This design comes from an exercise in tuning for small area on the open sky130 flow, not from production work. In this exercise RTL edits were held to simulation tests only and were not proved equivalent to the original. Power is estimated from default activity; no workload was simulated.

==> 04-08: inputs <==
// DE0_NANO_G_Sensor
module DE0_NANO_G_Sensor(
	clk,
	rst_n,
	spi_clk_out,
	LED,
	DATA_X,
	G_SENSOR_CS_N,
	G_SENSOR_INT,
	I2C_SCLK,
	I2C_SDAT_IN,
	I2C_SDAT_OUT,
	I2C_SDAT_OE
);
input              clk;
input              rst_n;
input              spi_clk_out;
output      [7:0]  LED;
output reg [15:0]  DATA_X;
output             G_SENSOR_CS_N;
input              G_SENSOR_INT;
output             I2C_SCLK;
input              I2C_SDAT_IN;
output             I2C_SDAT_OUT;
output             I2C_SDAT_OE;
localparam [3:0] S_ST = 4'd13, S_LB = 4'd14, S_HB = 4'd15;
reg  [4:0]  k;
reg  [3:0]  st;
reg  [7:0]  s2p;        
reg  [7:0]  low_byte;
reg  [14:0] idle_q;     
wire rd      = st[3] & st[2];
wire en      = ~k[4];
wire go      = en | (k[3:0] == 4'd0);
wire idle    = ~go;
wire spi_end = (k == 5'd0);
wire je      = (k == 5'd31);        
wire is_st   = (st == S_ST);
wire is_lb   = (st == S_LB);
wire is_hb   = (st == S_HB);
wire hb_go   = je & is_lb;
wire lb_go   = je & is_st & s2p[7];
wire guard   = is_st & k[4] & k[3] & k[2];
wire timeout = (idle_q == 15'h5500);
wire st_go   = timeout | (G_SENSOR_INT & ~guard);
wire start   = ~rd | hb_go | lb_go | st_go;
reg [13:0] wdata;
always @(*)
	case (st)
  ...
export LEC_CHECK = 0
export CAP_MARGIN = 20
export CORE_MARGIN = 2
export CORE_UTILIZATION = 40
export SLEW_MARGIN = 20
create_clock -name core_clock -period 10.0 [get_ports {clk}]
standard.sh (not shown) runs the stock make flow with config.mk's settings and CLKGATE_MAP_FILE= SYNTH_SCRIPT=/design/flow/synth_recipe.tcl, a recipe that flattens the netlist after the stock synthesis.
==> flow/flow/run.sh <==
#!/bin/bash
# Standard ORFS layout with: single-strength port buffers, no CTS dummy loads,
# logic cells limited to their smallest drive strengths, and power recovery
# (downsizing of non-critical cells) after global routing.
set -euo pipefail
export BUFFER_PORTS_ARGS="-buffer_cell sky130_fd_sc_hd__buf_1"
export CTS_ARGS="-sink_clustering_enable -repair_clock_nets -dont_use_dummy_load"
export RECOVER_POWER=100
export DONT_USE_CELLS="sky130_fd_sc_hd__a2111o_2 sky130_fd_sc_hd__a2111o_4 sky130_fd_sc_hd__a2111oi_2 sky130_fd_sc_hd__a2111oi_4 sky130_fd_sc_hd__a211o_2 sky130_fd_sc_hd__a211o_4 sky130_fd_sc_hd__a211oi_2 sky130_fd_sc_hd__a211oi_4 sky130_fd_sc_hd__a21bo_2 sky130_fd_sc_hd__a21bo_4 sky130_fd_sc_hd__a21boi_2 sky130_fd_sc_hd__a21boi_4 sky130_fd_sc_hd__a21o_2 sky130_fd_sc_hd__a21o_4 sky130_fd_sc_hd__a21oi_2 sky130_fd_sc_hd__a21oi_4 sky130_fd_sc_hd__a221o_2 sky130_fd_sc_hd__a221o_4 sky130_fd_sc_hd__a221oi_2 sky130_fd_sc_hd__a221oi_4 sky130_fd_sc_hd__a22o_2 sky130_fd_sc_hd__a22o_4 sky130_fd_sc_hd__a22oi_2 sky130_fd_sc_hd__a22oi_4 sky130_fd_sc_hd__a2bb2o_2 sky130_fd_sc_hd__a2bb2o_4 sky130_fd_sc_hd__a2bb2oi_2 sky130_fd_sc_hd__a2bb2oi_4 sky130_fd_sc_hd__a311o_2 sky130_fd_sc_hd__a311o_4 sky130_fd_sc_hd__a311oi_2 sky130_fd_sc_hd__a311oi_4 sky130_fd_sc_hd__a31o_2 sky130_fd_sc_hd__a31o_4 sky130_fd_sc_hd__a31oi_2 sky130_fd_sc_hd__a31oi_4 sky130_fd_sc_hd__a32o_2 sky130_fd_sc_hd__a32o_4 sky130_fd_sc_hd__a32oi_2 sky130_fd_sc_hd__a32oi_4 sky130_fd_sc_hd__a41o_2 sky130_fd_sc_hd__a41o_4 sky130_fd_sc_hd__a41oi_2 sky130_fd_sc_hd__a41oi_4 sky130_fd_sc_hd__and2_2 sky130_fd_sc_hd__and2_4 sky130_fd_sc_hd__and2b_2 sky130_fd_sc_hd__and2b_4 sky130_fd_sc_hd__and3_2 sky130_fd_sc_hd__and3_4 sky130_fd_sc_hd__and3b_2 sky130_fd_sc_hd__and3b_4 sky130_fd_sc_hd__and4_2 sky130_fd_sc_hd__and4_4 sky130_fd_sc_hd__and4b_2 sky130_fd_sc_hd__and4b_4 sky130_fd_sc_hd__and4bb_2 sky130_fd_sc_hd__and4bb_4 sky130_fd_sc_hd__fa_2 sky130_fd_sc_hd__fa_4 sky130_fd_sc_hd__ha_2 sky130_fd_sc_hd__ha_4 sky130_fd_sc_hd__maj3_2 sky130_fd_sc_hd__maj3_4 sky130_fd_sc_hd__mux2_2 sky130_fd_sc_hd__mux2_4 sky130_fd_sc_hd__mux2_8 sky130_fd_sc_hd__mux2i_2 sky130_fd_sc_hd__mux2i_4 sky130_fd_sc_hd__mux4_2 sky130_fd_sc_hd__mux4_4 sky130_fd_sc_hd__nand2_2 sky130_fd_sc_hd__nand2_4 sky130_fd_sc_hd__nand2_8 sky130_fd_sc_hd__nand2b_2 sky130_fd_sc_hd__nand2b_4 sky130_fd_sc_hd__nand3_2 sky130_fd_sc_hd__nand3_4 sky130_fd_sc_hd__nand3b_2 sky130_fd_sc_hd__nand3b_4 sky130_fd_sc_hd__nand4_2 sky130_fd_sc_hd__nand4_4 sky130_fd_sc_hd__nand4b_2 sky130_fd_sc_hd__nand4b_4 sky130_fd_sc_hd__nand4bb_2 sky130_fd_sc_hd__nand4bb_4 sky130_fd_sc_hd__nor2_2 sky130_fd_sc_hd__nor2_4 sky130_fd_sc_hd__nor2_8 sky130_fd_sc_hd__nor2b_2 sky130_fd_sc_hd__nor2b_4 sky130_fd_sc_hd__nor3_2 sky130_fd_sc_hd__nor3_4 sky130_fd_sc_hd__nor3b_2 sky130_fd_sc_hd__nor3b_4 sky130_fd_sc_hd__nor4_2 sky130_fd_sc_hd__nor4_4 sky130_fd_sc_hd__nor4b_2 sky130_fd_sc_hd__nor4b_4 sky130_fd_sc_hd__nor4bb_2 sky130_fd_sc_hd__nor4bb_4 sky130_fd_sc_hd__o2111a_2 sky130_fd_sc_hd__o2111a_4 sky130_fd_sc_hd__o2111ai_2 sky130_fd_sc_hd__o2111ai_4 sky130_fd_sc_hd__o211a_2 sky130_fd_sc_hd__o211a_4 sky130_fd_sc_hd__o211ai_2 sky130_fd_sc_hd__o211ai_4 sky130_fd_sc_hd__o21a_2 sky130_fd_sc_hd__o21a_4 sky130_fd_sc_hd__o21ai_2 sky130_fd_sc_hd__o21ai_4 sky130_fd_sc_hd__o21ba_2 sky130_fd_sc_hd__o21ba_4 sky130_fd_sc_hd__o21bai_2 sky130_fd_sc_hd__o21bai_4 sky130_fd_sc_hd__o221a_2 sky130_fd_sc_hd__o221a_4 sky130_fd_sc_hd__o221ai_2 sky130_fd_sc_hd__o221ai_4 sky130_fd_sc_hd__o22a_2 sky130_fd_sc_hd__o22a_4 sky130_fd_sc_hd__o22ai_2 sky130_fd_sc_hd__o22ai_4 sky130_fd_sc_hd__o2bb2a_2 sky130_fd_sc_hd__o2bb2a_4 sky130_fd_sc_hd__o2bb2ai_2 sky130_fd_sc_hd__o2bb2ai_4 sky130_fd_sc_hd__o311a_2 sky130_fd_sc_hd__o311a_4 sky130_fd_sc_hd__o311ai_2 sky130_fd_sc_hd__o311ai_4 sky130_fd_sc_hd__o31a_2 sky130_fd_sc_hd__o31a_4 sky130_fd_sc_hd__o31ai_2 sky130_fd_sc_hd__o31ai_4 sky130_fd_sc_hd__o32a_2 sky130_fd_sc_hd__o32a_4 sky130_fd_sc_hd__o32ai_2 sky130_fd_sc_hd__o32ai_4 sky130_fd_sc_hd__o41a_2 sky130_fd_sc_hd__o41a_4 sky130_fd_sc_hd__o41ai_2 sky130_fd_sc_hd__o41ai_4 sky130_fd_sc_hd__or2_2 sky130_fd_sc_hd__or2_4 sky130_fd_sc_hd__or2b_2 sky130_fd_sc_hd__or2b_4 sky130_fd_sc_hd__or3_2 sky130_fd_sc_hd__or3_4 sky130_fd_sc_hd__or3b_2 sky130_fd_sc_hd__or3b_4 sky130_fd_sc_hd__or4_2 sky130_fd_sc_hd__or4_4 sky130_fd_sc_hd__or4b_2 sky130_fd_sc_hd__or4b_4 sky130_fd_sc_hd__or4bb_2 sky130_fd_sc_hd__or4bb_4 sky130_fd_sc_hd__xnor2_2 sky130_fd_sc_hd__xnor2_4 sky130_fd_sc_hd__xnor3_2 sky130_fd_sc_hd__xnor3_4 sky130_fd_sc_hd__xor2_2 sky130_fd_sc_hd__xor2_4 sky130_fd_sc_hd__xor3_2 sky130_fd_sc_hd__xor3_4 "
bash standard.sh > standard.log 2>&1
==> 06-15 (differences from 04-08) <==
==> flow/flow/run.sh (replaced) <==
#!/bin/bash
set -euo pipefail
export BUFFER_PORTS_ARGS="-buffer_cell sky130_fd_sc_hd__buf_1"
export CTS_ARGS="-sink_clustering_enable -repair_clock_nets -dont_use_dummy_load -sink_clustering_size 40 -sink_clustering_max_diameter 200 -buf_list sky130_fd_sc_hd__clkbuf_16 -root_buf sky130_fd_sc_hd__clkbuf_16"
bash standard.sh > standard.log 2>&1
==> notes.md <==
metric	04-08	06-15
Result of the run	finished with violations	no timing/DRC/antenna violations
Violated checks	capacitance limit, slew limit	-
Final clock period utilization by the worst path	53.0%	53.0%
Area occupied by multi-input gates	1410 µm²	1520 µm²
Leakage power of the design	1.59 nW	1.72 nW
Routed via count	2367	2364
Fraction of area in registers	50.7%	47.9%
Net switching fraction of the power	20.6%	19.1%
Worst Reg-to-Reg Cells	6	5
Relative area of non-clock buffer cells in the final design	3.22%	3.08%
Worst hold margin	366 ps	368 ps
Total routed wire length on the met1 layer	3210 µm	3170 µm
Clock distribution power	0.178 mW	0.264 mW
Worst-case headroom to the max-slew limit	-5.97%	50.5%

==> separate check: timing with driven ports <==
In the flow no input, the clock included, has a driving cell. The finished layouts below were timed again as built, in two steps. Step 1 (the two cells are an assumption about what drives the block):
set clk [get_ports {clk}]
set_driving_cell -lib_cell sky130_fd_sc_hd__clkbuf_16 $clk
set_driving_cell -lib_cell sky130_fd_sc_hd__buf_2 [delete_from_list [all_inputs] $clk]
Step 2 times the ports against the registers' clock, not the clock port: input delays grow and output delays shrink by t, the midpoint of the rising clock arrivals with the driver on. a / b / c = no drivers / after step 1 / after step 2; a / b = the first two.
run	t (ns)	slack for setup (ns)	hold WS [ns]	clock arrival spread, ns	slew at the worst register clock pin (ns)
04-08	0.359	4.701 / 4.673 / 4.673	0.366 / 0.366 / 0.366	0.030 / 0.030	0.08 / 0.08
06-15	0.339	4.697 / 4.667 / 4.667	0.368 / 0.368 / 0.368	0.020 / 0.019	0.06 / 0.06
For 06-15, which loses most, drivers alone change the setup slack by -0.030 ns; drivers and shift together by -0.030 ns.
